Source: an optimization exercise on an open RTL-to-GDS flow (aim: small area). Production flows keep margins and buffers that such runs may drop.

==> inputs of trial 16 <==
==> flow/design.v <==
module spi_top(
    input clk,rst,wr,
    input [7:0]din,addr,
    output done,err,
    output [7:0]dout
);
reg [127:0] ring0;
reg [127:0] ring1;
reg [3:0] ptr;
reg clr;
reg [4:0] cnt;
reg [7:0] cap;
reg done_r, err_r;
localparam [4:0] C3 = 5'd6, C22 = 5'd2, C23 = 5'd4;
wire ok     = (addr[7:5] == 3'd0);
wire done_n = ok ? (wr ? (cnt == C22) : (cnt == C23)) : (cnt == C3);
wire hit    = (ptr == addr[3:0]);
wire we     = wr & ok & hit & (cnt != 5'd0);
wire [7:0] d0 = (we & ~addr[4]) ? din : (clr ? 8'd0 : ring0[127:120]);
wire [7:0] d1 = (we &  addr[4]) ? din : (clr ? 8'd0 : ring1[127:120]);
wire cap_en = hit | ~ok;
wire cap_rd = cap_en & ~(wr | ~ok | clr);
wire cap_s0 = cap_rd & ~addr[4];
wire cap_s1 = cap_rd &  addr[4];
assign done = done_r;
assign err  = err_r;
assign dout = cap;
always @(posedge clk) begin
    ring0 <= {ring0[119:0], d0};
    ring1 <= {ring1[119:0], d1};
    cap <= (cap & {8{~cap_en}}) | (ring0[127:120] & {8{cap_s0}}) | (ring1[127:120] & {8{cap_s1}});
    if (rst) begin
        ptr <= 4'd0;
        clr <= 1'b1;
        cnt <= 5'd0;
        done_r <= 1'b0;
        err_r <= 1'b0;
    end
    else begin
        ptr <= {ptr[2:0], ptr[3] ^ ptr[2] ^ (ptr[2:0] == 3'd0)};
        if (ptr == 4'b1000)
            clr <= 1'b0;
        cnt <= done_n ? 5'd0 : {cnt[3:0], ~(cnt[4] ^ cnt[1])};
        done_r <= done_n;
        err_r <= ~ok & (cnt == C3);
    end
end
endmodule
==> flow/flow/run.sh <==
#!/bin/bash
# Standard layout, with these changes:
# - after floorplanning, the combinational logic is re-mapped for area
#   (restructure.tcl), with a library copy that leaves out the platform's
#   don't-use cells (filter_lib.py);
# - the port buffers are the smallest buffer (buf_1);
# - cells with timing slack to spare are downsized before detailed placement
#   (recover.tcl);
# - clock tree synthesis clusters up to 20 flip-flops per clkbuf_8, builds
#   the tree above them from clkbuf_4 and inserts no dummy loads.
# Each ORFS step logs to orfs/logs/; make's output goes to standard.log.
set -euo pipefail
mkdir -p rmp
python3 flow/filter_lib.py \
  "$FLOW_HOME/platforms/sky130hd/lib/sky130_fd_sc_hd__tt_025C_1v80.lib" \
  rmp/lib.lib 'lpflow|probe' > rmp/filter_lib.log 2>&1
bash standard.sh \
  POST_FLOORPLAN_TCL="$PWD/flow/restructure.tcl" \
  BUFFER_PORTS_ARGS="-buffer_cell sky130_fd_sc_hd__buf_1" \
  PRE_DETAIL_PLACE_TCL="$PWD/flow/recover.tcl" \
  CTS_ARGS="-sink_clustering_enable -repair_clock_nets -sink_clustering_size 20 -sink_clustering_max_diameter 70 -buf_list sky130_fd_sc_hd__clkbuf_8 -root_buf sky130_fd_sc_hd__clkbuf_4 -tree_buf sky130_fd_sc_hd__clkbuf_4 -dont_use_dummy_load" \
  finish > standard.log 2>&1
==> flow/flow/filter_lib.py <==
#!/usr/bin/env python3
"""Copy a Liberty file, leaving out the cells whose names match a pattern."""
import re, sys
src, dst, pat = sys.argv[1], sys.argv[2], re.compile(sys.argv[3])
text = open(src).read()
out = []
i = 0
cell = re.compile(r'\n(\s*)cell\s*\(\s*"?([\w]+)"?\s*\)\s*\{')
while True:
    m = cell.search(text, i)
    if not m:
        out.append(text[i:])
        break
    # find the end of this cell group by brace counting
    j = m.end()
    depth = 1
    while depth:
        c = text[j]
        if c == '{':
            depth += 1
        elif c == '}':
            depth -= 1
        j += 1
    out.append(text[i:m.start()])
    if not pat.search(m.group(2)):
        out.append(text[m.start():j])
    i = j
open(dst, 'w').write(''.join(out))
==> flow/flow/recover.tcl <==
# Downsize cells on paths with timing slack to spare (ORFS hook, sourced
# before detailed placement).
estimate_parasitics -placement
repair_timing -recover_power 100
==> flow/flow/restructure.tcl <==
# ORFS hook, sourced at the end of floorplanning: re-map the combinational
# logic for area with ABC (OpenROAD's restructure). ABC reads a copy of the
# platform's library without its don't-use cells, which run.sh writes to
# rmp/ in the work folder. Registers are not touched.
set work [file normalize [file join [file dirname [info script]] ..]]
set tiehi [join $::env(TIEHI_CELL_AND_PORT) /]
set tielo [join $::env(TIELO_CELL_AND_PORT) /]
report_design_area
restructure -target area -liberty_file $work/rmp/lib.lib \
  -tiehi_port $tiehi -tielo_port $tielo -work_dir $work/rmp \
  -abc_logfile $work/rmp/abc.log
report_design_area
==> flow/standard.sh <==
#!/bin/bash
# synth_recipe.tcl (not shown) runs the flow's synth.tcl, then flattens the netlist and writes it again
# the make line also repeats each setting of config.mk as NAME=value (left out here)
make -C /OpenROAD-flow-scripts/flow DESIGN_CONFIG=/design/flow/config.mk WORK_HOME=/design/flow/orfs CLKGATE_MAP_FILE= SYNTH_SCRIPT=/design/flow/synth_recipe.tcl "${@:-finish}"
==> flow/config.mk <==
export PLATFORM = sky130hd
export DESIGN_NAME = spi_top
export DESIGN_NICKNAME = spi_top
export VERILOG_FILES = /design/flow/design.v
export SDC_FILE = /design/flow/constraint.sdc
export NUM_CORES = 4
export LEC_CHECK = 0
export CAP_MARGIN = 20
export CORE_MARGIN = 2
export CORE_UTILIZATION = 70
export SLEW_MARGIN = 20
==> flow/constraint.sdc <==
create_clock -name core_clock -period 8.0 [get_ports {clk}]
set_input_delay 1.6000 -clock core_clock [delete_from_list [all_inputs] [get_ports {clk}]]
set_output_delay 1.6000 -clock core_clock [all_outputs]
set_load 0.01 [all_outputs]
==> trial 70: changes against trial 16 <==
==> flow/design.v, changed modules only <==
module spi_top(
    input clk,rst,wr,
    input [7:0]din,addr,
    output done,err,
    output [7:0]dout
);
reg [127:0] ring0;
reg [127:0] ring1;
reg [3:0] ptr;
reg clr;
reg [4:0] cnt;
reg [7:0] cap;
wire ok  = (addr[7:5] == 3'd0);
wire hit = (ptr == addr[3:0]);
wire we  = wr & ok & hit;
wire [7:0] d0 = (we & ~addr[4]) ? din : (clr ? 8'd0 : ring0[127:120]);
wire [7:0] d1 = (we &  addr[4]) ? din : (clr ? 8'd0 : ring1[127:120]);
assign done = ok ? (wr ? (cnt == 5'd23) : (cnt == 5'd24)) : (cnt == 5'd4);
assign err  = ~ok & (cnt == 5'd4);
assign dout = cap;
always @(posedge clk) begin
    ring0 <= {ring0[119:0], d0};
    ring1 <= {ring1[119:0], d1};
    if (hit | ~ok)
        cap <= (wr | ~ok | clr) ? 8'd0 : (addr[4] ? ring1[127:120] : ring0[127:120]);
    if (rst) begin
        ptr <= 4'd0;
        clr <= 1'b1;
        cnt <= 5'd0;
    end
    else begin
        ptr <= ptr + 4'd1;
        if (ptr == 4'd15)
            clr <= 1'b0;
        cnt <= done ? 5'd1 : cnt + 5'd1;
    end
end
endmodule
==> flow/flow/run.sh (replaced) <==
#!/bin/bash
set -euo pipefail
bash standard.sh \
  BUFFER_PORTS_ARGS="-buffer_cell sky130_fd_sc_hd__buf_1" \
  CTS_ARGS="-sink_clustering_enable -repair_clock_nets -sink_clustering_size 8 -sink_clustering_max_diameter 25 -buf_list sky130_fd_sc_hd__clkbuf_2 -dont_use_dummy_load " \
  finish > standard.log 2>&1
Settings changed: CORE_UTILIZATION 70 to 80.
removed: flow/flow/filter_lib.py
removed: flow/flow/recover.tcl
removed: flow/flow/restructure.tcl
==> build 62: changes against trial 16 <==
==> flow/design.v, changed modules only <==
module spi_top(
    input clk,rst,wr,
    input [7:0]din,addr,
    output done,err,
    output [7:0]dout
);
reg [127:0] ring0;
reg [127:0] ring1;
reg [3:0] ptr;
reg clr;
reg [4:0] cnt;
reg [7:0] cap;
wire ok  = (addr[7:5] == 3'd0);
wire hit = (ptr == addr[3:0]);
wire we  = wr & ok & hit;
wire [7:0] d0 = (we & ~addr[4]) ? din : (clr ? 8'd0 : ring0[127:120]);
wire [7:0] d1 = (we &  addr[4]) ? din : (clr ? 8'd0 : ring1[127:120]);
assign done = ok ? (wr ? (cnt == 5'd23) : (cnt == 5'd24)) : (cnt == 5'd4);
assign err  = ~ok & (cnt == 5'd4);
assign dout = cap;
always @(posedge clk) begin
    ring0 <= {ring0[119:0], d0};
    ring1 <= {ring1[119:0], d1};
    if (hit | ~ok)
        cap <= (wr | ~ok | clr) ? 8'd0 : (addr[4] ? ring1[127:120] : ring0[127:120]);
    if (rst) begin
        ptr <= 4'd0;
        clr <= 1'b1;
        cnt <= 5'd0;
    end
    else begin
        ptr <= ptr + 4'd1;
        if (ptr == 4'd15)
            clr <= 1'b0;
        cnt <= done ? 5'd1 : cnt + 5'd1;
    end
end
endmodule
==> flow/flow/run.sh (replaced) <==
#!/bin/bash
set -euo pipefail
bash standard.sh \
  BUFFER_PORTS_ARGS="-buffer_cell sky130_fd_sc_hd__buf_1" \
  CTS_ARGS="-sink_clustering_enable -repair_clock_nets -sink_clustering_size 22 -sink_clustering_max_diameter 40 -buf_list sky130_fd_sc_hd__clkbuf_8 -dont_use_dummy_load " \
  finish > standard.log 2>&1
Settings changed: CORE_UTILIZATION 70 to 80.
removed: flow/flow/filter_lib.py
removed: flow/flow/recover.tcl
removed: flow/flow/restructure.tcl
==> impl_results.md <==
* Outcome: no timing/DRC/antenna violations
* Max-capacitance violation count at 0
* CP peak stage delay at 530 ps
* Critical path origin: wr
* Hold WS at 300 ps
* Flip-flop and latch count at between 200 and 300
* WHS Endpoint: ring1[13]$_DFF_P_
* Final core utilization at 0.877
* Die W at 92.7 um
* Final period util at 0.592
* Hold Path Depth at 0
* Sequential fraction of the synthesis area at 0.884
* Regs by FF count: ring0 x128, ring1 x128, cap x8
* Clock sinks at between 200 and 300
* GRT Overall Usage at 0.255
# the run above: build 62

==> impl_results.md <==
* Outcome: no timing/DRC/antenna violations
* GRT Overall Usage at 0.165
* Final period util at 0.490
* Clock sinks at between 200 and 300
* Sequential fraction of the synthesis area at 0.867
* CP peak stage delay at 860 ps
* Critical path origin: addr[0]
* Hold WS at 290 ps
* Die W at ~99 um
* WHS Endpoint: ring0[115]$_DFF_P_
* Regs by FF count: ring0 x128, ring1 x128, cap x8
* Flip-flop and latch count at 276
* Final core utilization at 0.747
* Clock Pin Slew Worst Setup and Hold Paths at around 110 ps
* Hold Path Depth at 0
# the run above: trial 16

==> impl_results.md <==
* Stop err: [ERROR DPL-0033] detailed placement checks failed during check placement.
* Outcome: stopped before the end
* Last step reached: 4_1_cts
* Clock sinks at about 270
* Flops & latches, synth at 274
* Setup Buffers After CTS at 0
* Die W at 92.7 um
* Post-synthesis xor/xnor area fraction at 0.0111
* Row cnt at 32
# the run above: trial 70

No run of this note included a check of the RTL's function; only the layout flow was run.

separate check: timing with driven ports:
In the flow no input, the clock included, has a driving cell. The finished layouts below were timed again as built, in two steps.
Step 1: set_driving_cell puts a clkbuf_16 on clk and a buf_2 on each other input, an assumption about the parent block.
Step 2 times the ports against the registers' clock, not the clock port: input delays grow and output delays shrink by t, the midpoint of the rising clock arrivals with the driver on.
Three values: ideal, step 1, step 2; two values: the first two.
| run | t, ns | setup slack, ns | worst setup path at the end | latest minus earliest clock arrival (ns) | cell pins on the clock port's net |
|---|---|---|---|---|---|
| trial 16 | 0.591 | 4.076 / 4.085 / 3.494 | input to register | 0.062 / 0.062 | 1 |
| build 62 | 0.518 | 3.261 / 3.239 / 3.239 | input to output | 0.039 / 0.039 | 1 |
After both steps setup and hold are still met in every run listed. The setup slack of trial 16, which loses most, moves by +0.009 ns with the drivers and by -0.582 ns with both steps.
